Background: an optimization exercise with open tools, aiming at small area. Do not read the settings as production practice. RTL that was checked went through simulation tests only; none was proved equivalent to the original. No functional check of the RTL was part of runs 1 to 5. No activity file was given, so power comes from the tool's default toggle rates.

==> design/flow/design.v <==
module SpaceInvaders (
  input clk,
  input reset,
  input btnLeftInput,
  input btnRightInput,
  input fire,
  output [7:0] rgb,
  output hSync,
  output vSync,
  output victory,
  output defeat
  );
function [12:0] add12(input [11:0] a, input [11:0] b, input cin);
  integer i;
  reg c;
  begin
    c = cin;
    for (i = 0; i < 12; i = i + 1) begin
      add12[i] = a[i] ^ b[i] ^ c;
      c = (a[i] & b[i]) | (c & (a[i] ^ b[i]));
    end
    add12[12] = c;
  end
endfunction
function ge(input [11:0] x, input [11:0] k);
  integer i;
  reg r;
  begin
    r = 1'b1;
    for (i = 0; i < 12; i = i + 1)
      r = k[i] ? (x[i] & r) : (x[i] | r);
    ge = r;
  end
endfunction
function le(input [11:0] x, input [11:0] k);
  integer i;
  reg r;
  begin
    r = 1'b1;
    for (i = 0; i < 12; i = i + 1)
      r = k[i] ? (~x[i] | r) : (~x[i] & r);
    le = r;
  end
endfunction
localparam [4:0] ZSTART = 5'd1;
reg t0;
reg [9:0] hc;
reg [9:0] vc;
reg [4:0] zc;
function [4:0] lfsr(input [4:0] s);
  lfsr = {s[3:0], s[4] ^ s[2]};
endfunction
function [4:0] lfsrn(input [4:0] s, input integer n);
  integer i;
  begin
    lfsrn = s;
    for (i = 0; i < n; i = i + 1) lfsrn = lfsr(lfsrn);
  end
endfunction
localparam [4:0] ZEND = lfsrn(ZSTART, 24);
wire lineEnd = hc[9] & ~hc[8] & hc[7] & hc[4];                   
wire frameEnd = ~vc[9] & vc[8] & vc[7] & vc[6] & vc[5] & vc[3] & vc[0];  
wire hAct = ~(hc[9] & (hc[8] | hc[7]));                           
wire vAct = ~(vc[9] | (vc[8] & vc[7] & vc[6] & vc[5]));           
wire [9:0] vPos = vAct ? vc : 10'd0;
wire zcEnd = (zc == ZEND);
wire zzEnable = t0 & zcEnd;
wire moveNow  = ~t0 & (zc == ZSTART);
wire laserEnable = t0 & (&hc[2:0]);
wire [12:0] hcInc = add12({2'b00, hc}, 12'd0, 1'b1);
wire [12:0] vcInc = add12({2'b00, vc}, 12'd0, 1'b1);
always @(posedge clk) begin
  if (reset) begin
    t0 <= 1'b0;
    hc <= 10'd880;
    vc <= 10'd993;
    zc <= ZSTART;
  end else begin
    t0 <= ~t0;
    if (t0) begin
      zc <= zcEnd ? ZSTART : lfsr(zc);
      if (lineEnd) begin
        hc <= 10'd881;
        vc <= frameEnd ? 10'd993 : vcInc[9:0];
      end else
        hc <= hcInc[9:0];
    end
  end
end
assign hSync = ~(hc[9] & hc[8] & ~(hc[7] & hc[6] & (hc[5] | hc[4])));
assign vSync = ~(vc[9] & ~vc[4] & ~vc[3] & ~vc[2] & (vc[1] ^ vc[0]));
reg [1:0] bl, br;
always @(posedge clk) begin
  if (reset) begin
    bl <= 2'b10;
    br <= 2'b10;
  end else begin
    bl <= {btnLeftInput & (bl[0] | bl[1]), btnLeftInput & ~bl[0] & ~bl[1]};
    br <= {btnRightInput & (br[0] | br[1]), btnRightInput & ~br[0] & ~br[1]};
  end
end
wire left = bl[0];
wire right = br[0];
reg [7:0] gp;
reg shipColor;
wire [12:0] sdh = add12({4'd0, hc[9:2]}, ~{4'd0, gp}, 1'b1);
wire [10:0] sd = {sdh[8:0], hc[1:0]};
wire ss = sd[10];
wire [5:0] sx = sd[5:0] ^ {6{ss}};               
wire [5:0] sw = vc[5:0] + 6'd7;                   
wire [12:0] stri = add12({6'd0, sx}, {6'd0, ~sw}, ss);
wire shipBox = ge({2'b00, vc}, 12'd442) & le({2'b00, vc}, 12'd470) &
               (ss ? ge({1'b0, sd}, 12'd2010) : le({1'b0, sd}, 12'd38));
wire shipRect = ss ? (ge({6'd0, sx}, 12'd21) & le({6'd0, sx}, 12'd28))
                   : (ge({6'd0, sx}, 12'd22) & le({6'd0, sx}, 12'd29));
wire shipTri = ~stri[6] & (ss | (|sx));
wire shipShape = shipRect | shipTri;
wire leftOk = left & ge({4'd0, gp}, 12'd11);
wire rightOk = right & le({4'd0, gp}, 12'd149);
wire [12:0] gpAdd = add12({4'd0, gp}, leftOk ? 12'hffb : 12'd5, 1'b0);
always @(posedge clk) begin
  if (reset) begin
    gp <= 8'd80;
    shipColor <= 1'b0;
  end else begin
    if (leftOk || rightOk) gp <= gpAdd[7:0];
    if (shipBox) shipColor <= shipShape;
  end
end
reg [14:0] alive;
reg [10:0] xA;
reg [7:0] ya;
reg idx, idxD;
reg defeatR;
reg killing;
reg [1:0] lastMotion;
wire canRight = idxD ? le({1'b0, xA}, 12'd583) : le({1'b0, xA}, 12'd623);
wire canLeft  = idxD | ~(ge({1'b0, xA}, 12'd11) & le({1'b0, xA}, 12'd16));
wire colDead0 = ~(alive[0] | alive[5] | alive[10]);
wire colDead1 = ~(alive[1] | alive[6] | alive[11]);
reg [8:0] ym;
reg [7:0] gl;
reg [1:0] colorLaser;
wire laserAlive = ~&ym;
wire [12:0] heh = add12({4'd0, gl}, ~{3'd0, xA[10:2]}, 1'b0);
wire [10:0] he = {heh[8:0], ~xA[1:0]};
wire [12:0] hfh = add12({5'd0, ym[8:2]}, ~{4'd0, ya}, 1'b1);
wire [7:0] hf = hfh[7:0];
wire [4:0] ha = he[7:3];
wire hlo = ~he[2] & ~(he[1] & he[0]);
wire hz = ~|he[10:8];
wire [4:0] hitCol;
assign hitCol[0] = hz & (ha == 5'd0  | ha == 5'd1  | (ha == 5'd2  & hlo));
assign hitCol[1] = hz & (ha == 5'd5  | ha == 5'd6  | (ha == 5'd7  & hlo));
assign hitCol[2] = hz & (ha == 5'd10 | ha == 5'd11 | (ha == 5'd12 & hlo));
assign hitCol[3] = hz & (ha == 5'd15 | ha == 5'd16 | (ha == 5'd17 & hlo));
assign hitCol[4] = hz & (ha == 5'd20 | ha == 5'd21 | (ha == 5'd22 & hlo));
wire hfz = (ym[1:0] == 2'd0);
wire [2:0] hitRow;
assign hitRow[0] = (hf == 8'd0)  | (hf == 8'd1)  | (hf == 8'd2  & hfz);
assign hitRow[1] = (hf == 8'd5)  | (hf == 8'd6)  | (hf == 8'd7  & hfz);
assign hitRow[2] = (hf == 8'd10) | (hf == 8'd11) | (hf == 8'd12 & hfz);
wire [14:0] hit = alive & {{5{hitRow[2]}} & hitCol, {5{hitRow[1]}} & hitCol, {5{hitRow[0]}} & hitCol};
wire [12:0] xAAdd = add12({1'b0, xA}, (lastMotion == 2'd1) ? 12'hfff : 12'd1, 1'b0);
wire [12:0] yaAdd = add12({4'd0, ya}, 12'd5, 1'b0);
always @(posedge clk) begin
  if (reset) begin
    alive <= 15'h7fff;
    xA <= 11'd40;
    ya <= 8'd10;
    idx <= 1'b0;
    lastMotion <= 2'd0;
  end else begin
    alive <= alive & ~hit;
    idx <= idx ^ (idx ? colDead1 : colDead0);
    if (zzEnable) begin
      case (lastMotion)
        2'd0, 2'd2: lastMotion <= canRight ? 2'd2 : 2'd3;
        2'd3: lastMotion <= canLeft ? 2'd1 : (canRight ? 2'd2 : 2'd0);
        2'd1: lastMotion <= canLeft ? 2'd1 : 2'd3;
      endcase
    end
    if (moveNow && !defeatR) begin
      if ((lastMotion == 2'd1 && canLeft) || (lastMotion == 2'd2 && canRight)) xA <= xAAdd[10:0];
      if (lastMotion == 2'd3) ya <= yaAdd[7:0];
    end
  end
  idxD <= idx;
  killing <= |hit;
  defeatR <= ya[6] & ya[5] & ya[1];    
end
assign defeat = defeatR;
assign victory = ~|alive & ~killing;
wire [12:0] lxh = add12({4'd0, hc[9:2]}, ~{4'd0, gl}, 1'b1);
wire [10:0] lx = {lxh[8:0], hc[1:0]};                               
wire [12:0] lyh = add12({2'd0, vPos}, ~{3'd0, ym}, 1'b0);
wire [9:0] ly = lyh[9:0];                                           
wire lxIn = (~|lx[10:3] & le({9'd0, lx[2:0]}, 12'd6)) | (&lx[10:3] & ge({9'd0, lx[2:0]}, 12'd2));
wire lyIn = (~|ly[9:3] & le({9'd0, ly[2:0]}, 12'd6)) | (&ly[9:3] & ge({9'd0, ly[2:0]}, 12'd2));
reg disc;
always @(*) begin
  case ({lx[3:0], ly[3:0]})
    8'haa, 8'hab, 8'hac, 8'ha4, 8'ha5, 8'ha6, 8'hba, 8'hbb, 8'hb5, 8'hb6, 8'hca, 8'hc6,
    8'h4a, 8'h46, 8'h5a, 8'h5b, 8'h55, 8'h56, 8'h6a, 8'h6b, 8'h6c, 8'h64, 8'h65, 8'h66:
      disc = 1'b0;
    default: disc = 1'b1;
  endcase
end
wire inLaser = lxIn & lyIn & disc;
always @(posedge clk) begin
  if (reset)
    ym <= 9'h1ff;
  else if ((laserAlive && killing) || (laserEnable && ym == 9'd0))
    ym <= 9'h1ff;
  else if (!laserAlive && fire)
    ym <= 9'd432;
  else if (laserEnable && laserAlive)
    ym <= ym - 9'd1;
  if (!reset && !laserAlive && fire) gl <= gp;
  colorLaser <= {laserAlive & inLaser & ~killing, laserAlive & inLaser};
end
wire [12:0] ahh = add12({2'b00, hc}, ~{1'b0, xA}, 1'b1);
wire [11:0] ah = ahh[11:0];
wire az0 = ~|ah[11:8];
wire az1 = &ah[11:8];
wire [4:0] inCol;
assign inCol[0] = (az0 & le({4'd0, ah[7:0]}, 12'd9)) | (az1 & ge({4'd0, ah[7:0]}, 12'd247));
assign inCol[1] = az0 & ge({4'd0, ah[7:0]}, 12'd31)  & le({4'd0, ah[7:0]}, 12'd49);
assign inCol[2] = az0 & ge({4'd0, ah[7:0]}, 12'd71)  & le({4'd0, ah[7:0]}, 12'd89);
assign inCol[3] = az0 & ge({4'd0, ah[7:0]}, 12'd111) & le({4'd0, ah[7:0]}, 12'd129);
assign inCol[4] = az0 & ge({4'd0, ah[7:0]}, 12'd151) & le({4'd0, ah[7:0]}, 12'd169);
wire [12:0] avh = add12({4'd0, vc[9:2]}, ~{4'd0, ya}, 1'b1);
wire [7:0] av = avh[7:0];
wire avz = (vc[1:0] == 2'd0);
wire [2:0] inRow;
assign inRow[0] = (av == 8'd255) | (av == 8'd0) | (av == 8'd1 & avz);
assign inRow[1] = (av == 8'd4)   | (av == 8'd5) | (av == 8'd6 & avz);
assign inRow[2] = (av == 8'd9)   | (av == 8'd10) | (av == 8'd11 & avz);
wire [14:0] drawn = alive & {{5{inRow[2]}} & inCol, {5{inRow[1]}} & inCol, {5{inRow[0]}} & inCol}
                    & {15{hAct & vAct}};
wire [2:0] colorAlien =
    ((drawn[0] | drawn[4] | drawn[8] | drawn[12]) ? 3'd2 : 3'd0) |
    ((drawn[1] | drawn[5] | drawn[9] | drawn[13]) ? 3'd3 : 3'd0) |
    ((drawn[2] | drawn[6] | drawn[10] | drawn[14]) ? 3'd4 : 3'd0) |
    ((drawn[3] | drawn[7] | drawn[11]) ? 3'd5 : 3'd0);
wire [2:0] colorSum = colorAlien + colorLaser + {2'b00, shipColor};
reg [2:0] rgbF;
always @(posedge clk)
  rgbF <= {colorSum == 3'd1 || colorSum == 3'd3 || colorSum == 3'd5 || colorSum == 3'd6,
           colorSum == 3'd2 || colorSum == 3'd3 || colorSum == 3'd4,
           colorSum == 3'd4 || colorSum == 3'd5};
assign rgb = {{3{rgbF[2]}}, {3{rgbF[1]}}, {2{rgbF[0]}}};
endmodule
==> design/flow/run.sh <==
#!/bin/bash
# synth_recipe.tcl (not shown) runs the flow's synth.tcl, then flattens the netlist and writes it again
# the make line also repeats each setting of config.mk as NAME=value (left out here)
make -C /OpenROAD-flow-scripts/flow DESIGN_CONFIG=/design/flow/config.mk WORK_HOME=/design/flow/orfs CLKGATE_MAP_FILE= SYNTH_SCRIPT=/design/flow/synth_recipe.tcl finish
==> design/flow/config.mk <==
export PLATFORM = sky130hd
export DESIGN_NAME = SpaceInvaders
export DESIGN_NICKNAME = SpaceInvaders
export VERILOG_FILES = /design/flow/design.v
export SDC_FILE = /design/flow/constraint.sdc
export NUM_CORES = 4
export LEC_CHECK = 0
export CAP_MARGIN = 20
export CORE_MARGIN = 2
export CORE_UTILIZATION = 40
export CTS_CLUSTER_DIAMETER = 200
export CTS_CLUSTER_SIZE = 50
export SLEW_MARGIN = 20
==> design/flow/constraint.sdc <==
create_clock -name core_clock -period 20.0 [get_ports {clk}]
set_input_delay 4.0000 -clock core_clock [delete_from_list [all_inputs] [get_ports {clk}]]
set_output_delay 4.0000 -clock core_clock [all_outputs]
set_load 0.01 [all_outputs]
==> run_results.csv, run 1 <==
group,metric,value,unit
run_status,status,"complete, no violations",
global_route,grtUsageMet2,0.296,
floorplan,pin_count,17,
routing,drtAntennaViolNets,0,
global_route,grt_max_degree,66,
setup_path,cp-end-kind,"register",
floorplan,rows,49,
power,switchingPower,157,µW
routing,via_per_inst,5.47,
setup_path,path_max_fanout,6,
power,cellPowerDensity,61.4,nW/µm²
sta,max_clock_freq,0.142,GHz
power,sw_frac_of_total,0.315,
power,power.total,497,µW
floorplan,core,18100,µm²
routing,vias,5743,
place,placedCellCount,1034,
routing,drc,0,
setup_path,arrival,7.27,ns
clock_tree,cts_made_buffers,9,
setup_path,slowest_stage,"fa_1",
setup_path,regToRegSetupSlack,12.98,ns
yosys,synth_most_common_cell,"dfxtp_1",
place,place_congestion,0.869,
yosys,syn_inst,813,
sta,finClkSkew,0.0135,ns
yosys,syn-num-nets,927,
global_route,track_usage,0.186,
sta,maxSlewHeadroom,0.436,
clock_tree,cts_tree,"built",
global_route,grt_pass1_vias,5612,
global_route,grt_pass1_wl,29.3,mm
sta,rsz0062_at_grt,"false",
yosys,synth_area,7440,µm²
sta,period_share,0.351,
setup_path,crit_path_frequent_cell,"fa_1",
layout,layout.cells.non_filler,1050,
setup_path,worst_ep_required_time,20.25,ns
yosys,async_reset_ff_frac,0,
clock_tree,post_cts_resized,0,
layout,drive_above_1_share,0.0390,
sta,setup_viol,0,
job,max_cap_viol_count,0,
worst_hold_path,hp-class,"reg -> reg",
clock_tree,post_cts.repair.setup_buffers,0,
setup_path,crit_type,"reg -> reg",
routing,wl,17.3,mm
yosys,yosys.area.top_type,"dfxtp_1",
floorplan,initial_core_util,0.412,
setup_path,timing.rr.start,"hc[0]$_SDFFE_PP0P_",
global_route,grt.busiest_layer,"met2",
sta,worst_pin_slew,0.839,ns
sta,layout_min_cycle_time,7.02,ns
floorplan,die_x,140,µm
yosys,yosysWarnings,1,
setup_path,cp-startpoint,"hc[0]$_SDFFE_PP0P_",
layout,nets,930,
global_route,grt.met3_usage,0.0270,
clock_tree,clock-sinks,101,
routing,routedWlPerCell,16.5,µm
power,power_frac_comb,0.188,
routing,drt_first_iter_violations,329,
layout,syn_to_final_growth,8.76,%
sta,slew_violations,0,
routing,first_pass_iters,5,
clock_tree,cts_buffer_depth,2,
power,irDropWorstVdd,47.5,µV
setup_path,startpoint_type,"register",
global_route,grt-ovfl-total,0,
worst_hold_path,hp-start,"idx$_SDFF_PP0_",
global_route,grt_use_met1,0.264,
yosys,yosys_register_bits,101,
global_route,antenna_found_initial,0,
clock_tree,insertion_delay,0.36,ns
power,p_seq_frac,0.446,
power,leakage,3.27,nW
layout,antenna_cells,0,
yosys,seq_area_frac_synth,0.282,
yosys,synth_top_area_frac,0.250,
setup_path,max_stage_delay,0.47,ns
place,dpl.hpwl,13.4,mm
yosys,synthTopCellsByArea,"dfxtp_1, fa_1, ha_1",
yosys,synth_ff_type,"dfxtp_1",
sta,hold_viol,0,
clock_tree,cts-root-buf,"clkbuf_16",
floorplan,die_area,19700,µm²
clock_tree,clk_pin_slew,0.08,ns
yosys,avgSynthCellArea,9.16,µm²
floorplan,die_y,140,µm
power,p_clk_frac,0.366,
power,internal-power,340,µW
yosys,yosys-top-cells-count,"dfxtp_1, inv_1, fa_1, nor2_1, nand2_1",
yosys,ys_types,69,
yosys,synth-edff-count,8,
clock_tree,cts_max_level,3,
place,place.port_buffers,16,
clock_tree,cts_hold_buf,0,
sta,fin_setup_tns,0,ns
[critical path: cells and delay by family, from the launching register on]
family                   cells  cell delay [ns]
buffers and inverters        5             0.42
adder cells (fa/ha/maj)     13             4.28
AND/OR/NAND/NOR              5             0.73
AO/OA/AOI/OAI                5             1.10
flip-flops                   1             0.38
[layout by cell type, fill, tap and decap left out, types with 12 or more instances in the layout]
cell / instances
inv_1: 90
fa_1: 67
xnor2_1: 20
nor2_1: 61
nor4_1: 14
nand3_1: 37
a22o_1: 13
nor3_1: 31
nand2b_1: 20
nor2b_1: 14
mux2i_1: 15
nand2_1: 57
dfxtp_1: 93
a21o_1: 15
o21ai_0: 26
a21oi_1: 24
nand4_1: 12
clkdlybuf4s50_1: 15
ha_1: 42
[area by class of cell]
class,count,area [µm²]
Clock buffer,9,225
Clock inverter,7,83.8
Fill cell,1764,9990
Inverter,90,338
Multi-Input combinational cell,594,4870
Sequential cell,101,2100
Tap cell,229,287
Timing Repair Buffer,20,185
[power by group through the flow]
stage          clock (mW)  sequential, mW  combinational (mW)
2_1_floorplan           0           0.222              0.0724
3_3_place_gp            0           0.226              0.0928
3_5_place_dp            0           0.226              0.0938
4_1_cts             0.188           0.221              0.0942
5_1_grt             0.195           0.223               0.108
6_report            0.182           0.221              0.0936
[final timing paths]
check | depth (start not counted) | end
min | 0 | idxD$_DFF_P_
min reg2reg | 0 | idxD$_DFF_P_
max reg2reg | 28 | rgbF[2]$_DFF_P_
max | 28 | rgbF[2]$_DFF_P_
[state kept, by name, summed over array words and instances, names as in the netlist]
register	flops
alive	15
xA	11
hc	10
vc	10
ym	9
gl	8
gp	8
ya	8
zc	5
rgbF	3
bl	2
br	2
colorLaser	2
lastMotion	2
defeatR	1
idx	1
idxD	1
killing	1
shipColor	1
t0	1
[metal layers]
layer | wire length, µm | part of all wire
met4 | 274 | 0.016
met3 | 598 | 0.035
met5 | 0 | 0
met1 | 8530 | 0.49
met2 | 7920 | 0.46
[stage by stage]
step | cell area, µm² | setup WS, ns | hold slack, ns | util
3_5_place_dp | 7790 | 13.09 | 0.366 | 0.431
5_1_grt | 8100 | 12.55 | 0.388 | 0.448
3_3_place_gp | 7790 | 13.17 | 0.368 | 0.431
6_report | 8100 | 12.98 | 0.383 | 0.448
4_1_cts | 8100 | 13.05 | 0.380 | 0.448
2_1_floorplan | 7440 | 13.54 | 0.352 | -
[logic make-up after synthesis]
group / share of synthesized area
and+or+nand+nor: 0.203
AOI/OAI and AO/OA: 0.147
buffers and inverters: 0.0627
adders and majority gates: 0.251
DFF: 0.282
xor gates and xnor gates: 0.0313
muxes: 0.0232
==> run 2: changes to the inputs <==
--- a/design/flow/config.mk
+++ b/design/flow/config.mk
@@ -8,6 +8,5 @@
 export CAP_MARGIN = 20
 export CORE_MARGIN = 2
 export CORE_UTILIZATION = 40
-export CTS_CLUSTER_DIAMETER = 200
-export CTS_CLUSTER_SIZE = 50
+export CTS_BUF_LIST = sky130_fd_sc_hd__clkbuf_8
 export SLEW_MARGIN = 20
==> run 2 against run 1 <==
Effect of this change:
- sequential power about the same
- count of clock-buffer cells in the layout stayed put
- still clean
- critical path type unchanged
- critical endpoint unchanged
- synthesized cell count unchanged
- first-iteration DRC count is 0.61% higher
- register-to-register slack gained 0.05 ns
- sequential share of layout area increased by 0.33 points
- final area fell by 1.3%
- largest power group unchanged
==> run_results.csv, run 2 <==
group,metric,value,unit
yosys,synthTopCellsByArea,"dfxtp_1, fa_1, ha_1",
clock_tree,insertion_delay,0.40,ns
worst_hold_path,min_to,"idxD$_DFF_P_",
floorplan,die_y,140,µm
place,preCtsSetupSlack,13.09,ns
sta,slew_violations,0,
job,max_cap_viol_count,0,
clock_tree,post_cts.repair.setup_buffers,0,
clock_tree,cts_buffer_depth,2,
routing,drc,0,
setup_path,crit_type,"reg -> reg",
floorplan,pin_count,17,
layout,layout.cells.non_filler,1050,
sta,fin_setup_tns,0,ns
routing,vias,5742,
sta,max_clock_freq,0.143,GHz
global_route,track_usage,0.185,
yosys,synth_top_area_frac,0.250,
sta,maxSlewHeadroom,0.442,
layout,nets,930,
layout,largest_register_ffs,15,
clock_tree,clk_pin_slew,0.11,ns
routing,first_pass_iters,5,
yosys,synth_area,7440,µm²
setup_path,cp-end-kind,"register",
setup_path,timing.rr.start,"hc[0]$_SDFFE_PP0P_",
global_route,grt_pass1_vias,5593,
yosys,async_reset_ff_frac,0,
yosys,yosysWarnings,1,
place,place.port_buffers,16,
layout,top_register,"alive",
place,place_congestion,0.869,
layout,final_common_cell,"dfxtp_1",
clock_tree,cts-root-buf,"clkbuf_8",
setup_path,rr_endpoint,"rgbF[2]$_DFF_P_",
setup_path,max_stage_delay,0.47,ns
layout,drive_above_1_share,0.0390,
worst_hold_path,hp-class,"reg -> reg",
floorplan,initial_core_util,0.412,
routing,via_per_inst,5.47,
layout,final.fill_count,1779,
global_route,antenna_found_initial,0,
global_route,grt_max_degree,66,
yosys,synth-edff-count,8,
place,placedCellCount,1034,
routing,wl,17.4,mm
yosys,syn_inst,813,
clock_tree,cts_made_buffers,9,
setup_path,worst-r2r-cell-count,28,
layout,layout_common_cells,"dfxtp_1, inv_1, fa_1",
sta,period_share,0.349,
setup_path,regToRegSetupSlack,13.03,ns
yosys,yosys.area.top_type,"dfxtp_1",
sta,layout_min_cycle_time,6.97,ns
routing,drt_first_iter_violations,331,
floorplan,die_area,19700,µm²
worst_hold_path,hp-start,"idx$_SDFF_PP0_",
clock_tree,clock-sinks,101,
layout,syn_to_final_growth,7.40,%
clock_tree,cts_max_level,3,
yosys,avgSynthCellArea,9.16,µm²
setup_path,startpoint_type,"register",
place,dpl.hpwl,13.4,mm
yosys,yosys_register_bits,101,
setup_path,crit_path_frequent_cell,"fa_1",
setup_path,slowest_stage,"fa_1",
sta,layout_setup_ws,13.03,ns
run_status,status,"complete, no violations",
power,leakage,3.23,nW
layout,final_util,0.442,
clock_tree,post_cts_resized,0,
setup_path,path_max_fanout,6,
layout,sequential_cell_area,2100,µm²
power,irDropWorstVdd,32.6,µV
yosys,seq_area_frac_synth,0.282,
layout,antenna_cells,0,
clock_tree,cts_hold_buf,0,
layout,multi_input_area,4870,µm²
yosys,synth_ff_type,"dfxtp_1",
clock_tree,cts_tree,"built",
yosys,yosys-top-cells-count,"dfxtp_1, inv_1, fa_1, nor2_1, nand2_1",
sta,setup_viol,0,
floorplan,core,18100,µm²
setup_path,arrival,7.27,ns
sta,rsz0062_at_grt,"false",
worst_hold_path,whs_path_depth,0,
yosys,ys_types,69,
floorplan,die_x,140,µm
layout,top_regs,"alive x15, xA x11",
routing,drtAntennaViolNets,0,
floorplan,rows,49,
global_route,grt-ovfl-total,0,
routing,routedWlPerCell,16.5,µm
global_route,grt_pass1_wl,29.2,mm
sta,hold_viol,0,
yosys,synth_most_common_cell,"dfxtp_1",
setup_path,worst_ep_required_time,20.29,ns
yosys,syn-num-nets,927,
power,cellPowerDensity,56.7,nW/µm²
sta,finClkSkew,0.0192,ns
sta,worst_pin_slew,0.830,ns
run 2: cell counts after synthesis:
Identical to the previous run, type by type.
run 2: worst max-delay path by stage:
stage / from / end / cells past startpoint
floorplan: hc[0]$_SDFFE_PP0P_ / rgbF[2]$_DFF_P_ / 28
global placement: hc[0]$_SDFFE_PP0P_ / rgbF[2]$_DFF_P_ / 28
detailed placement: hc[0]$_SDFFE_PP0P_ / rgbF[2]$_DFF_P_ / 28
CTS: hc[0]$_SDFFE_PP0P_ / rgbF[2]$_DFF_P_ / 28
global route: hc[0]$_SDFFE_PP0P_ / rgbF[2]$_DFF_P_ / 29
finish: hc[0]$_SDFFE_PP0P_ / rgbF[2]$_DFF_P_ / 28
run 2: logic make-up after synthesis:
kind of cell,synth area share
AOI/OAI and AO/OA,0.147
xor gates and xnor gates,0.0313
adders and majority gates,0.251
buffers and inverters,0.0627
DFF,0.282
muxes,0.0232
and+or+nand+nor,0.203
run 2: metal layers:
layer	part of all wire	routed length [µm]	track usage
met3	0.033	574	0.0345
met4	0.014	243	0.0393
met5	0	0	0
met2	0.45	7840	0.295
met1	0.50	8700	0.263
run 2: worst max-delay path: cells and delay by family (launching register included):
family,cells,cell delay (ns)
DFF,1,0.38
adders and majority gates,13,4.25
AOI/OAI and AO/OA,5,1.08
and+or+nand+nor,5,0.72
buffers and inverters,5,0.40
run 2: area by class of cell:
type / count / area share
Sequential cell: 101 / 0.263
Timing Repair Buffer: 20 / 0.0232
Clock inverter: 7 / 0.0105
Clock buffer: 9 / 0.0155
Multi-Input combinational cell: 594 / 0.610
Inverter: 90 / 0.0423
Tap cell: 229 / 0.0358
run 2: through the flow:
stage / total power [mW] / hold WS (ns) / area, µm²
after detailed placement: 0.320 / 0.366 / 7790
after CTS: 0.459 / 0.386 / 7990
after global placement: 0.319 / 0.368 / 7790
after floorplan: 0.295 / 0.352 / 7440
final: 0.454 / 0.388 / 7990
after global routing: 0.481 / 0.394 / 7990
run 2: report_power, final:
| group | internal, mW | total, mW | switching [mW] |
|---|---|---|---|
| registers | 0.211 | 0.221 | 0.0101 |
| logic | 0.0390 | 0.0940 | 0.0549 |
| clock network | 0.0507 | 0.138 | 0.0876 |
==> run 3: changes to the inputs <==
--- a/design/flow/config.mk
+++ b/design/flow/config.mk
@@ -7,6 +7,6 @@
 export LEC_CHECK = 0
 export CAP_MARGIN = 20
 export CORE_MARGIN = 2
-export CORE_UTILIZATION = 40
+export CORE_UTILIZATION = 70
 export CTS_BUF_LIST = sky130_fd_sc_hd__clkbuf_8
 export SLEW_MARGIN = 20
==> run 3 against run 2 <==
Effect of this change:
- utilization is 32 points higher
- synthesized cell count stayed put
- synthesized area stayed put
- first-iteration DRC count is 35% higher
- register-to-register slack worse by 0.15 ns
- sequential share of layout area is 0.53 points higher
- critical path type unchanged
- critical endpoint unchanged
- still clean on timing, DRC and antenna
- total power is 3.7% lower
- sequential cell count stayed put
==> run_results.csv, run 3 <==
group,metric,value,unit
global_route,grt_max_degree,66,
floorplan,initial_core_util,0.721,
global_route,grt_pass1_vias,5829,
floorplan,die_area,11500,µm²
yosys,synth_area,7440,µm²
setup_path,max_stage_delay,0.47,ns
sta,finClkSkew,0.0113,ns
yosys,synth_ff_type,"dfxtp_1",
setup_path,arrival,7.41,ns
sta,layout_min_cycle_time,7.12,ns
clock_tree,post_cts.repair.setup_buffers,0,
sta,setup_viol,0,
layout,sequential_cell_area,2100,µm²
yosys,seq_area_frac_synth,0.282,
sta,slew_violations,0,
yosys,syn-num-nets,927,
clock_tree,cts_tree,"built",
global_route,grt_pass1_wl,28.5,mm
setup_path,crit_path_frequent_cell,"fa_1",
global_route,antenna_found_initial,0,
yosys,synth_most_common_cell,"dfxtp_1",
yosys,async_reset_ff_frac,0,
power,p_clk_frac,0.277,
sta,worst_pin_slew,0.898,ns
yosys,synth_xor_area_frac,0.0313,
layout,layout_common_cells,"dfxtp_1, inv_1, fa_1",
layout,multi_input_area,4870,µm²
sta,hold_viol,0,
yosys,synth-edff-count,8,
clock_tree,insertion_delay,0.39,ns
floorplan,core,10300,µm²
power,power_frac_comb,0.217,
yosys,syn_inst,813,
layout,antenna_cells,0,
setup_path,worst_ep_required_time,20.29,ns
clock_tree,cts_max_level,3,
power,switchingPower,142,µW
place,place_congestion,1.00,
layout,top_register,"alive",
layout,syn_to_final_growth,5.28,%
floorplan,rows,37,
worst_hold_path,hp-class,"reg -> reg",
yosys,yosys-top-cells-count,"dfxtp_1, inv_1, fa_1, nor2_1, nand2_1",
clock_tree,cts_hold_buf,0,
power,sw_frac_of_total,0.324,
yosys,synth_compound_area_frac,0.147,
run_status,status,"complete, no violations",
power,leakage,3.21,nW
layout,largest_register_ffs,15,
layout,nets,930,
layout,final_common_cell,"dfxtp_1",
routing,drc,0,
place,place.port_buffers,16,
sta,layout_setup_ws,12.88,ns
routing,via_per_inst,6.29,
power,internal-power,295,µW
yosys,synth.area.mux_share,0.0232,
yosys,synth_fa_ha_area_frac,0.251,
setup_path,path_max_fanout,6,
sta,rsz0062_at_grt,"false",
routing,routedWlPerCell,17.8,µm
global_route,grt-ovfl-total,0,
yosys,ys_types,69,
layout,final.fill_count,760,
yosys,synthTopCellsByArea,"dfxtp_1, fa_1, ha_1",
setup_path,crit_type,"reg -> reg",
clock_tree,clock-sinks,101,
yosys,yosys.area.top_type,"dfxtp_1",
routing,drt_first_iter_violations,446,
yosys,yosysWarnings,1,
floorplan,die_y,107,µm
floorplan,die_x,107,µm
clock_tree,post_cts_resized,0,
floorplan,pin_count,17,
routing,drtAntennaViolNets,0,
sta,period_share,0.356,
clock_tree,cts_buffer_depth,2,
yosys,synth_top_family_by_area,"adder cells",
power,cellPowerDensity,55.7,nW/µm²
yosys,yosys_register_bits,101,
power,irDropWorstVdd,68.8,µV
power,p_seq_frac,0.506,
layout,drive_above_1_share,0.0365,
routing,vias,6020,
yosys,synth_top_area_frac,0.250,
sta,max_clock_freq,0.140,GHz
yosys,synth-simple-area-share,0.203,
clock_tree,clk_pin_slew,0.10,ns
sta,fin_setup_tns,0,ns
setup_path,slowest_stage,"fa_1",
clock_tree,cts_made_buffers,9,
yosys,avgSynthCellArea,9.16,µm²
place,preCtsSetupSlack,12.99,ns
clock_tree,cts-root-buf,"clkbuf_8",
layout,top_regs,"alive x15, xA x11",
setup_path,startpoint_type,"register",
routing,first_pass_iters,8,
sta,maxSlewHeadroom,0.396,
setup_path,cp-end-kind,"register",
job,max_cap_viol_count,0,
routing,wl,17.0,mm
global_route,track_usage,0.320,
place,dpl.hpwl,13.2,mm
run 3: cell count changes in the layout (fill, tap and decap cells not counted):
| cell | delta |
|---|---|
| inv_1 | +1 |
| clkinv_1 | +1 |
| clkinv_2 | +2 |
| clkinvlp_4 | +1 |
| inv_8 | -3 |
| clkinv_8 | -2 |
run 3: kinds of logic after synthesis:
group | after synthesis
buf+inv | 118
flops | 101
fa+ha+maj | 109
xor+xnor | 25
compound gates | 152
simple gates | 291
mux | 17
run 3: through the flow:
| stage | power [mW] | instance area, µm² | hold slack [ns] | util | std cells |
|---|---|---|---|---|---|
| final | 0.437 | 7840 | 0.380 | 0.759 | 957 |
| after global routing | 0.458 | 7840 | 0.396 | 0.759 | 957 |
| after CTS | 0.437 | 7840 | 0.383 | 0.759 | 957 |
| after detailed placement | 0.319 | 7670 | 0.368 | 0.743 | 941 |
| after global placement | 0.314 | 7670 | 0.362 | 0.743 | 941 |
| after floorplan | 0.295 | 7440 | 0.352 | - | 813 |
run 3: per-layer routing:
| layer | vias up | part of all wire | global-route usage |
|---|---|---|---|
| met5 | - | 0 | 0 |
| met4 | 0 | 0.033 | 0.135 |
| li1 | 2855 | - | - |
| met3 | 43 | 0.061 | 0.0547 |
| met2 | 211 | 0.48 | 0.530 |
| met1 | 2911 | 0.43 | 0.416 |
run 3: power groups by stage:
stage | clock, mW | combinational (mW) | sequential (mW)
detailed placement | 0 | 0.0934 | 0.226
global placement | 0 | 0.0889 | 0.225
finish | 0.121 | 0.0948 | 0.221
CTS | 0.122 | 0.0939 | 0.221
floorplan | 0 | 0.0724 | 0.222
global route | 0.128 | 0.108 | 0.223
run 3: area by class of cell:
type,instances,area share
Tap cell,136,0.0217
Sequential cell,101,0.268
Clock inverter,7,0.00543
Clock buffer,9,0.0158
Timing Repair Buffer,20,0.0236
Inverter,90,0.0431
Multi-Input combinational cell,594,0.622
run 3: final timing paths:
kind / from / to / slack (ns) / depth (start not counted)
setup / recovery: hc[0]$_SDFFE_PP0P_ / rgbF[2]$_DFF_P_ / 12.88 / 28
hold / removal: idx$_SDFF_PP0_ / idxD$_DFF_P_ / 0.38 / 0
setup reg to reg: hc[0]$_SDFFE_PP0P_ / rgbF[2]$_DFF_P_ / 12.88 / 28
hold reg to reg: idx$_SDFF_PP0_ / idxD$_DFF_P_ / 0.38 / 0
run 3: critical path, delay by kind of cell, from the launching register on:
| kind | cells | cell delay, ns |
|---|---|---|
| AO/OA/AOI/OAI | 5 | 1.09 |
| adder cells (fa/ha/maj) | 13 | 4.30 |
| buffers and inverters | 5 | 0.43 |
| flip-flops | 1 | 0.39 |
| AND/OR/NAND/NOR | 5 | 0.83 |
==> run 4: changes to the inputs <==
--- a/design/flow/config.mk
+++ b/design/flow/config.mk
@@ -8,5 +8,4 @@
 export CAP_MARGIN = 20
 export CORE_MARGIN = 2
 export CORE_UTILIZATION = 70
-export CTS_BUF_LIST = sky130_fd_sc_hd__clkbuf_8
 export SLEW_MARGIN = 20
==> run 4 against run 3 <==
Effect of this change:
- first-iteration DRC count unchanged
- hold slack about the same
- global-route usage stayed put
- via count down 0.53%
- register-to-register slack is essentially flat
- die area did not move
- still clean
==> run_results.csv, run 4 <==
group,metric,value,unit
run_status,status,"complete, no violations",
sta,hold_viol,0,
floorplan,die_area,11500,µm²
place,place.port_buffers,16,
place,placed_area,7670,µm²
setup_path,startpoint_type,"register",
clock_tree,clk_pin_slew,0.10,ns
setup_path,timing.rr.start,"hc[0]$_SDFFE_PP0P_",
yosys,yosys.area.top_type,"dfxtp_1",
setup_path,cp-end-kind,"register",
layout,antenna_cells,0,
clock_tree,cts_buffer_depth,2,
power,leakage,3.21,nW
power,power.total,437,µW
sta,layout_min_cycle_time,7.11,ns
routing,drtAntennaViolNets,0,
yosys,avgSynthCellArea,9.16,µm²
floorplan,die_x,107,µm
global_route,grt_pass1_vias,5829,
layout,layout_common_cells,"dfxtp_1, inv_1, fa_1",
layout,final_common_cell,"dfxtp_1",
sta,max_clock_freq,0.141,GHz
power,irDropWorstVdd,68.8,µV
layout,top_register,"alive",
clock_tree,post_cts.repair.setup_buffers,0,
clock_tree,cts-root-buf,"clkbuf_8",
clock_tree,cts_hold_buf,0,
global_route,track_usage,0.320,
routing,first_pass_iters,5,
setup_path,max_stage_delay,0.47,ns
power,cellPowerDensity,55.8,nW/µm²
floorplan,die_y,107,µm
setup_path,crit_type,"reg -> reg",
global_route,antenna_found_initial,0,
job,max_cap_viol_count,0,
yosys,synthTopCellsByArea,"dfxtp_1, fa_1, ha_1",
floorplan,pin_count,17,
setup_path,crit_path_frequent_cell,"fa_1",
sta,setup_viol,0,
yosys,syn_inst,813,
yosys,synth_top_area_frac,0.250,
clock_tree,cts_made_buffers,9,
layout,nets,930,
global_route,grt_pass1_wl,28.5,mm
layout,layout.cells.non_filler,957,
routing,wl,17.0,mm
yosys,seq_area_frac_synth,0.282,
clock_tree,clock-sinks,101,
yosys,yosys-top-cells-count,"dfxtp_1, inv_1, fa_1, nor2_1, nand2_1",
sta,rsz0062_at_grt,"false",
clock_tree,cts_max_level,3,
place,dpl.hpwl,13.2,mm
sta,fin_worst_hold_slack,0.381,ns
clock_tree,insertion_delay,0.39,ns
global_route,grt-ovfl-total,0,
sta,period_share,0.356,
sta,finClkSkew,0.0115,ns
yosys,ys_types,69,
setup_path,arrival,7.40,ns
routing,drc,0,
floorplan,initial_core_util,0.721,
yosys,synth-edff-count,8,
layout,largest_register_ffs,15,
sta,maxSlewHeadroom,0.388,
yosys,yosysWarnings,1,
yosys,synth_most_common_cell,"dfxtp_1",
layout,drive_above_1_share,0.0365,
floorplan,core,10300,µm²
yosys,synth_ff_type,"dfxtp_1",
layout,syn_to_final_growth,5.28,%
layout,fin_area,7840,µm²
sta,fin_setup_tns,0,ns
global_route,grt_max_degree,66,
sta,layout_setup_ws,12.89,ns
layout,final_util,0.759,
yosys,async_reset_ff_frac,0,
yosys,syn-num-nets,927,
sta,slew_violations,0,
yosys,yosys_register_bits,101,
yosys,synth_area,7440,µm²
worst_hold_path,hp-start,"idx$_SDFF_PP0_",
setup_path,worst_ep_required_time,20.29,ns
sta,worst_pin_slew,0.909,ns
place,placedCellCount,941,
setup_path,slowest_stage,"fa_1",
layout,top_regs,"alive x15, xA x11",
setup_path,path_max_fanout,6,
clock_tree,cts_tree,"built",
routing,vias,5988,
floorplan,rows,37,
clock_tree,post_cts_resized,0,
routing,drt_first_iter_violations,446,
setup_path,cp-startpoint,"hc[0]$_SDFFE_PP0P_",
routing,via_per_inst,6.26,
worst_hold_path,hp-class,"reg -> reg",
place,place_congestion,1.00,
place,preCtsSetupSlack,12.99,ns
routing,routedWlPerCell,17.8,µm
run 4: cell counts after synthesis:
No cell type changed its count.
run 4: routing by layer:
layer,vias to the layer above,global-route usage,wire [µm]
met2,196,0.530,8130
met3,38,0.0547,1020
met5,-,0,0
met1,2899,0.416,7290
li1,2855,-,-
met4,0,0.135,541
run 4: cell type report:
cell class	count	area [µm²]
Clock buffer	10	128
Clock inverter	6	38.8
Fill cell	760	2490
Inverter	90	338
Multi-Input combinational cell	594	4870
Sequential cell	101	2100
Tap cell	136	170
Timing Repair Buffer	20	185
run 4: kinds of logic after synthesis:
| kind of cell | synth area share |
|---|---|
| buf+inv | 0.0627 |
| simple gates | 0.203 |
| fa+ha+maj | 0.251 |
| compound gates | 0.147 |
| flops | 0.282 |
| xor+xnor | 0.0313 |
| mux | 0.0232 |
run 4: power by group:
part           total, mW  switching [mW]  internal (mW)
logic             0.0948          0.0556         0.0392
registers          0.221          0.0100          0.211
clock network      0.121          0.0760         0.0452
run 4: critical path, delay by kind of cell, from the launching register on:
family	cells	cell delay, ns
compound gates	5	1.07
flops	1	0.39
fa+ha+maj	13	4.30
buf+inv	5	0.43
simple gates	5	0.83
run 4: path summary, 6_finish.rpt:
kind,end,slack (ns),cells past startpoint
setup / recovery,rgbF[2]$_DFF_P_,12.89,28
hold reg to reg,idxD$_DFF_P_,0.38,0
setup reg to reg,rgbF[2]$_DFF_P_,12.89,28
hold / removal,idxD$_DFF_P_,0.38,0
==> run 5: changes to the inputs <==
--- a/design/flow/config.mk
+++ b/design/flow/config.mk
@@ -7,5 +7,8 @@
 export LEC_CHECK = 0
 export CAP_MARGIN = 20
 export CORE_MARGIN = 2
-export CORE_UTILIZATION = 70
+export CORE_UTILIZATION = 40
+export CTS_BUF_LIST = sky130_fd_sc_hd__clkbuf_4 sky130_fd_sc_hd__clkbuf_8 sky130_fd_sc_hd__clkbuf_16
+export CTS_CLUSTER_DIAMETER = 50
+export CTS_CLUSTER_SIZE = 20
 export SLEW_MARGIN = 20
==> run 5 against run 4 <==
Effect of this change:
- die area up 72%
- sequential cell count unchanged
- final area increased by 3.3%
- fmax increased by 1.2%
- total power increased by 14%
- clock skew grew 0.0020 ns
- via count is 4.1% lower
- synthesized area is the same
- sequential share of layout area is 0.86 points lower
- critical path depth did not move
- sequential power about the same
- utilization is 31 points lower
==> run_results.csv, run 5 <==
group,metric,value,unit
run_status,status,"complete, no violations",
power,power.total,497,µW
clock_tree,cts_hold_buf,0,
sta,hold_viol,0,
setup_path,path_max_fanout,6,
routing,drc,0,
yosys,synthTopCellsByArea,"dfxtp_1, fa_1, ha_1",
setup_path,startpoint_type,"register",
place,dpl.hpwl,13.4,mm
power,cellPowerDensity,61.4,nW/µm²
clock_tree,post_cts.repair.setup_buffers,0,
yosys,syn-num-nets,927,
sta,fin_setup_tns,0,ns
routing,first_pass_iters,5,
clock_tree,clock-sinks,101,
floorplan,die_y,140,µm
floorplan,die_x,140,µm
layout,fin_area,8100,µm²
setup_path,worst_ep_required_time,20.25,ns
setup_path,arrival,7.27,ns
setup_path,crit_type,"reg -> reg",
place,preCtsSetupSlack,13.09,ns
yosys,synth_ff_type,"dfxtp_1",
sta,finClkSkew,0.0135,ns
sta,rsz0062_at_grt,"false",
setup_path,max_stage_delay,0.47,ns
power,leakage,3.27,nW
floorplan,rows,49,
clock_tree,cts_made_buffers,9,
layout,layout_common_cells,"dfxtp_1, inv_1, fa_1",
place,place_congestion,0.869,
floorplan,die_area,19700,µm²
yosys,synth-edff-count,8,
power,irDropWorstVdd,47.5,µV
sta,period_share,0.351,
yosys,syn_inst,813,
layout,largest_register_ffs,15,
clock_tree,cts-root-buf,"clkbuf_16",
yosys,ys_types,69,
yosys,yosys-top-cells-count,"dfxtp_1, inv_1, fa_1, nor2_1, nand2_1",
yosys,yosys.area.top_type,"dfxtp_1",
global_route,grt_pass1_vias,5612,
place,placed_area,7790,µm²
worst_hold_path,hp-class,"reg -> reg",
yosys,synth_most_common_cell,"dfxtp_1",
floorplan,initial_core_util,0.412,
setup_path,cp-end-kind,"register",
layout,final_common_cell,"dfxtp_1",
global_route,grt_pass1_wl,29.3,mm
sta,slew_violations,0,
global_route,grt-ovfl-total,0,
sta,layout_setup_ws,12.98,ns
routing,vias,5743,
yosys,yosysWarnings,1,
setup_path,slowest_stage,"fa_1",
yosys,synth_top_area_frac,0.250,
global_route,track_usage,0.186,
sta,worst_pin_slew,0.839,ns
sta,setup_viol,0,
yosys,avgSynthCellArea,9.16,µm²
layout,top_register,"alive",
setup_path,crit_path_frequent_cell,"fa_1",
routing,wl,17.3,mm
sta,max_clock_freq,0.142,GHz
yosys,async_reset_ff_frac,0,
clock_tree,cts_tree,"built",
layout,antenna_cells,0,
job,max_cap_viol_count,0,
routing,drtAntennaViolNets,0,
place,place.port_buffers,16,
layout,syn_to_final_growth,8.76,%
yosys,yosys_register_bits,101,
clock_tree,cts_max_level,3,
clock_tree,clk_pin_slew,0.08,ns
clock_tree,post_cts_resized,0,
worst_hold_path,whs_path_depth,0,
sta,maxSlewHeadroom,0.436,
layout,top_regs,"alive x15, xA x11",
layout,drive_above_1_share,0.0390,
sta,fin_worst_hold_slack,0.383,ns
yosys,seq_area_frac_synth,0.282,
clock_tree,insertion_delay,0.36,ns
global_route,grt_max_degree,66,
global_route,antenna_found_initial,0,
sta,layout_min_cycle_time,7.02,ns
layout,nets,930,
routing,via_per_inst,5.47,
clock_tree,cts_buffer_depth,2,
routing,drt_first_iter_violations,329,
floorplan,core,18100,µm²
routing,routedWlPerCell,16.5,µm
floorplan,pin_count,17,
yosys,synth_area,7440,µm²
setup_path,worst-r2r-cell-count,28,
-- run 5: cell count changes in the layout (fill, tap and decap cells not counted), sizes merged --
cell / delta
inv: +3
clkinvlp: -1
clkbuf: -1
clkinv: -1
-- run 5: layer usage --
layer  wire length [µm]  part of all wire  up-vias  global-route usage
met4                274             0.016        0              0.0553
met5                  0                 0        -                   0
met2               7920              0.46      118               0.296
met1               8530              0.49     2740               0.264
li1                   -                 -     2863                   -
met3                598             0.035       22              0.0270
-- run 5: final timing paths --
check                startpoint              end  slack (ns)
min reg2reg      idx$_SDFF_PP0_     idxD$_DFF_P_        0.38
min              idx$_SDFF_PP0_     idxD$_DFF_P_        0.38
max reg2reg  hc[0]$_SDFFE_PP0P_  rgbF[2]$_DFF_P_       12.98
max          hc[0]$_SDFFE_PP0P_  rgbF[2]$_DFF_P_       12.98
-- run 5: per-stage QoR --
step,utilization,cells
after floorplan,-,813
after global placement,0.431,1034
after detailed placement,0.431,1034
after CTS,0.448,1050
after global routing,0.448,1050
final,0.448,1050
-- run 5: worst max-delay path, delay by kind of cell, from the launching register on --
family / cells / cell delay, ns
AOI/OAI and AO/OA: 5 / 1.10
adders and majority gates: 13 / 4.28
buffers and inverters: 5 / 0.42
DFF: 1 / 0.38
and+or+nand+nor: 5 / 0.73
-- run 5: where the power goes --
group          leakage, nW  switching, mW  internal (mW)  total (mW)
clock                0.151         0.0918         0.0900       0.182
sequential           0.828         0.0101          0.211       0.221
combinational         2.30         0.0546         0.0390      0.0936
-- run 5: logic make-up after synthesis --
kind of cell,synth area share
flip-flops,0.282
buffers and inverters,0.0627
adder cells (fa/ha/maj),0.251
multiplexers,0.0232
XOR/XNOR,0.0313
AND/OR/NAND/NOR,0.203
AO/OA/AOI/OAI,0.147
-- run 5: area by class of cell --
class,count,area (µm²)
multi-input cells,594,4870
flip-flops and latches,101,2100
fillers,1764,9990
well taps,229,287
repair buffers,20,185
clock inverters,7,83.8
clock buffers,9,225
inverters,90,338
==> run 6: changes to the inputs <==
--- a/design/flow/design.v
+++ b/design/flow/design.v
@@ -90,14 +90,11 @@
 assign hSync = ~(hc[9] & hc[8] & ~(hc[7] & hc[6] & (hc[5] | hc[4])));
 assign vSync = ~(vc[9] & ~vc[4] & ~vc[3] & ~vc[2] & (vc[1] ^ vc[0]));
 reg [1:0] bl, br;
-always @(posedge clk) begin
-  if (reset) begin
-    bl <= 2'b10;
-    br <= 2'b10;
-  end else begin
-    bl <= {btnLeftInput & (bl[0] | bl[1]), btnLeftInput & ~bl[0] & ~bl[1]};
-    br <= {btnRightInput & (br[0] | br[1]), btnRightInput & ~br[0] & ~br[1]};
-  end
+wire pl = btnLeftInput | reset;
+wire pr = btnRightInput | reset;
+always @(posedge clk) begin
+  bl <= {pl & (bl[0] | bl[1]), pl & ~bl[0] & ~bl[1]};
+  br <= {pr & (br[0] | br[1]), pr & ~br[0] & ~br[1]};
 end
 wire left = bl[0];
 wire right = br[0];
@@ -107,8 +104,8 @@
 wire [10:0] sd = {sdh[8:0], hc[1:0]};
 wire ss = sd[10];
 wire [5:0] sx = sd[5:0] ^ {6{ss}};               
-wire [5:0] sw = vc[5:0] + 6'd7;                   
-wire [12:0] stri = add12({6'd0, sx}, {6'd0, ~sw}, ss);
+wire [4:0] sw = vc[4:0] + 5'd7;                   
+wire [12:0] stri = add12({6'd0, sx}, {6'd0, 1'b1, ~sw}, ss);
 wire shipBox = ge({2'b00, vc}, 12'd442) & le({2'b00, vc}, 12'd470) &
                (ss ? ge({1'b0, sd}, 12'd2010) : le({1'b0, sd}, 12'd38));
 wire shipRect = ss ? (ge({6'd0, sx}, 12'd21) & le({6'd0, sx}, 12'd28))
@@ -229,15 +226,15 @@
 assign inCol[2] = az0 & ge({4'd0, ah[7:0]}, 12'd71)  & le({4'd0, ah[7:0]}, 12'd89);
 assign inCol[3] = az0 & ge({4'd0, ah[7:0]}, 12'd111) & le({4'd0, ah[7:0]}, 12'd129);
 assign inCol[4] = az0 & ge({4'd0, ah[7:0]}, 12'd151) & le({4'd0, ah[7:0]}, 12'd169);
-wire [12:0] avh = add12({4'd0, vc[9:2]}, ~{4'd0, ya}, 1'b1);
+wire [12:0] avh = add12({4'd0, vPos[9:2]}, ~{4'd0, ya}, 1'b1);
 wire [7:0] av = avh[7:0];
-wire avz = (vc[1:0] == 2'd0);
+wire avz = (vPos[1:0] == 2'd0);
 wire [2:0] inRow;
 assign inRow[0] = (av == 8'd255) | (av == 8'd0) | (av == 8'd1 & avz);
 assign inRow[1] = (av == 8'd4)   | (av == 8'd5) | (av == 8'd6 & avz);
 assign inRow[2] = (av == 8'd9)   | (av == 8'd10) | (av == 8'd11 & avz);
 wire [14:0] drawn = alive & {{5{inRow[2]}} & inCol, {5{inRow[1]}} & inCol, {5{inRow[0]}} & inCol}
-                    & {15{hAct & vAct}};
+                    & {15{hAct}};
 wire [2:0] colorAlien =
     ((drawn[0] | drawn[4] | drawn[8] | drawn[12]) ? 3'd2 : 3'd0) |
     ((drawn[1] | drawn[5] | drawn[9] | drawn[13]) ? 3'd3 : 3'd0) |
==> design/flow/config.mk (replaced) <==
export PLATFORM = sky130hd
export DESIGN_NAME = SpaceInvaders
export DESIGN_NICKNAME = SpaceInvaders
export VERILOG_FILES = /design/flow/design.v
export SDC_FILE = /design/flow/constraint.sdc
export NUM_CORES = 4
export LEC_CHECK = 0
export CAP_MARGIN = 20
export CORE_MARGIN = 2
export CORE_UTILIZATION = 70
export CTS_BUF_LIST = sky130_fd_sc_hd__clkbuf_8
export SLEW_MARGIN = 20
==> run 6 against run 5 <==
Effect of this change:
- routed wire length decreased by 5.5%
- sequential share of layout area increased by 1.1 points
- global-route usage increased by 13 points
- critical endpoint unchanged
- highest routed layer unchanged
==> run_results.csv, run 6 <==
group,metric,value,unit
worst_hold_path,whs_path_depth,0,
sta,fin_worst_hold_slack,0.382,ns
global_route,track_usage,0.314,
place,place.port_buffers,16,
routing,routedWlPerCell,17.4,µm
sta,worst_pin_slew,1.02,ns
setup_path,worst-r2r-cell-count,29,
yosys,synth_top_family_by_area,"adder cells",
global_route,grt-ovfl-total,0,
yosys,synthTopCellsByArea,"dfxtp_1, fa_1, ha_1",
yosys,seq_area_frac_synth,0.286,
clock_tree,post_cts_resized,0,
yosys,synth_most_common_cell,"dfxtp_1",
floorplan,die_y,106,µm
global_route,grt_pass1_vias,5858,
sta,setup_viol,0,
yosys,synth-edff-count,8,
layout,final_common_cell,"dfxtp_1",
setup_path,crit_path_frequent_cell,"fa_1",
layout,top_register,"alive",
yosys,yosysWarnings,1,
run_status,status,"complete, no violations",
sta,finClkSkew,0.0226,ns
floorplan,initial_core_util,0.715,
yosys,synth_ff_type,"dfxtp_1",
setup_path,crit_type,"reg -> reg",
power,cellPowerDensity,74.1,nW/µm²
layout,drive_above_1_share,0.0496,
yosys,synth.area.mux_share,0.0208,
place,place_congestion,0.937,
sta,layout_min_cycle_time,7.30,ns
clock_tree,cts-root-buf,"clkbuf_8",
layout,layout_common_cells,"dfxtp_1, inv_1, nand2_1",
setup_path,max_stage_delay,0.67,ns
yosys,synth-simple-area-share,0.195,
global_route,grt_use_met1,0.399,
routing,first_pass_iters,5,
job,max_cap_viol_count,0,
sta,max_clock_freq,0.137,GHz
floorplan,die_area,11300,µm²
floorplan,core,10300,µm²
setup_path,cp-startpoint,"hc[0]$_SDFFE_PP0P_",
yosys,yosys-top-cells-count,"dfxtp_1, inv_1, nand2_1, nor2_1, fa_1",
layout,syn_to_final_growth,5.81,%
yosys,syn_inst,795,
setup_path,arrival,7.64,ns
floorplan,die_x,106,µm
power,leakage,3.20,nW
clock_tree,cts_hold_buf,0,
layout,top_regs,"alive x15, xA x11",
setup_path,cp-end-kind,"register",
routing,drc,0,
clock_tree,cts_made_buffers,9,
routing,vias,5844,
layout,antenna_cells,0,
sta,slew_violations,0,
clock_tree,clock-sinks,101,
worst_hold_path,hp-start,"idx$_SDFF_PP0_",
setup_path,timing.rr.start,"hc[0]$_SDFFE_PP0P_",
layout,largest_register_ffs,15,
routing,drt_first_iter_violations,542,
routing,drtAntennaViolNets,0,
floorplan,pin_count,17,
global_route,grtUsageMet2,0.540,
yosys,synth_fa_ha_area_frac,0.252,
setup_path,startpoint_type,"register",
sta,hold_viol,0,
yosys,yosys_register_bits,101,
layout,final_util,0.756,
clock_tree,insertion_delay,0.40,ns
sta,fin_setup_tns,0,ns
power,irDropWorstVdd,81.4,µV
clock_tree,cts_tree,"built",
yosys,syn-num-nets,908,
yosys,synth_xor_area_frac,0.0322,
global_route,grt.met3_usage,0.0644,
layout,nets,914,
clock_tree,cts_buffer_depth,2,
global_route,antenna_found_initial,0,
clock_tree,cts_max_level,3,
sta,period_share,0.365,
floorplan,rows,37,
yosys,async_reset_ff_frac,0,
yosys,avgSynthCellArea,9.24,µm²
worst_hold_path,hp-class,"reg -> reg",
sta,rsz0062_at_grt,"false",
setup_path,path_max_fanout,7,
global_route,grt_max_degree,67,
setup_path,slowest_stage,"or4b_2",
yosys,synth_compound_area_frac,0.153,
routing,wl,16.4,mm
global_route,grt.busiest_layer,"met2",
yosys,yosys.area.top_type,"dfxtp_1",
yosys,synth_top_area_frac,0.253,
routing,via_per_inst,6.20,
global_route,grt_pass1_wl,28.0,mm
place,dpl.hpwl,12.7,mm
clock_tree,clk_pin_slew,0.11,ns
clock_tree,post_cts.repair.setup_buffers,0,
setup_path,worst_ep_required_time,20.34,ns
yosys,synth_area,7350,µm²
sta,maxSlewHeadroom,0.316,
yosys,ys_types,77,
-- run 6: final timing paths --
path | to | slack [ns]
worst max-delay path | rgbF[2]$_DFF_P_ | 12.70
worst min-delay path | idxD$_DFF_P_ | 0.38
worst max register to register | rgbF[2]$_DFF_P_ | 12.70
worst min register to register | idxD$_DFF_P_ | 0.38
-- run 6: final cells by class --
cell class / instances / area (µm²)
Multi-Input combinational cell: 587 / 4810
Fill cell: 766 / 2500
Sequential cell: 101 / 2100
Inverter: 83 / 312
Timing Repair Buffer: 19 / 178
Tap cell: 136 / 170
Clock buffer: 9 / 124
Clock inverter: 7 / 76.3
-- run 6: cells by family after synthesis --
group	count (synthesis)
simple gates	283
compound gates	154
fa+ha+maj	108
buf+inv	107
flops	101
xor+xnor	27
mux	15
-- run 6: per-stage QoR --
step | setup slack, ns | cell area, µm² | total power [mW] | std cells
CTS | 12.76 | 7770 | 0.577 | 942
global placement | 13.01 | 7570 | 0.429 | 926
floorplan | 13.27 | 7350 | 0.397 | 795
detailed placement | 12.80 | 7570 | 0.440 | 926
finish | 12.70 | 7770 | 0.576 | 942
global route | 12.31 | 7770 | 0.615 | 942
-- run 6: critical path: cells and delay by family (launching register included) --
kind / cells / cell delay [ns]
flip-flops: 1 / 0.39
adder cells (fa/ha/maj): 13 / 4.28
AND/OR/NAND/NOR: 5 / 1.11
buffers and inverters: 5 / 0.43
AO/OA/AOI/OAI: 6 / 1.04
-- run 6: routing by layer --
layer  part of all wire  vias up
li1                   -     2787
met1               0.43     2833
met2               0.50      190
met3              0.052       34
met4              0.024        0
met5                  0        -
-- run 6: report_power, final --
part / switching (mW) / internal [mW] / leakage, nW
combinational: 0.106 / 0.0834 / 2.27
clock: 0.0775 / 0.0590 / 0.107
sequential: 0.0261 / 0.224 / 0.829

-- static timing again, ports no longer ideal --
Ports are ideal in the flow. The routed layouts listed here were re-timed in OpenROAD. Step 1 (the two cells are an assumption about what drives the block):
set clk [get_ports {clk}]
set_driving_cell -lib_cell sky130_fd_sc_hd__clkbuf_16 $clk
set_driving_cell -lib_cell sky130_fd_sc_hd__buf_2 [delete_from_list [all_inputs] $clk]
Step 2 also shifts input and output timing later by t, the mid clock arrival at the registers, as if the neighbouring blocks saw the same clock. Three values: ideal ports, drivers, drivers and shift; two values: the first two.
| run | t (ns) | setup WS [ns] | worst register clock-pin slew, ns |
|---|---|---|---|
| run 1 | 0.401 | 12.976 / 12.976 / 12.976 | 0.08 / 0.08 |
| run 2 | 0.432 | 13.027 / 13.027 / 13.027 | 0.12 / 0.12 |
| run 3 | 0.423 | 12.881 / 12.881 / 12.881 | 0.10 / 0.10 |
| run 4 | 0.422 | 12.890 / 12.890 / 12.890 | 0.10 / 0.10 |
| run 5 | 0.401 | 12.976 / 12.976 / 12.976 | 0.08 / 0.08 |
| run 6 | 0.426 | 12.700 / 12.700 / 12.700 | 0.11 / 0.11 |
After both steps every run listed still meets setup and hold.
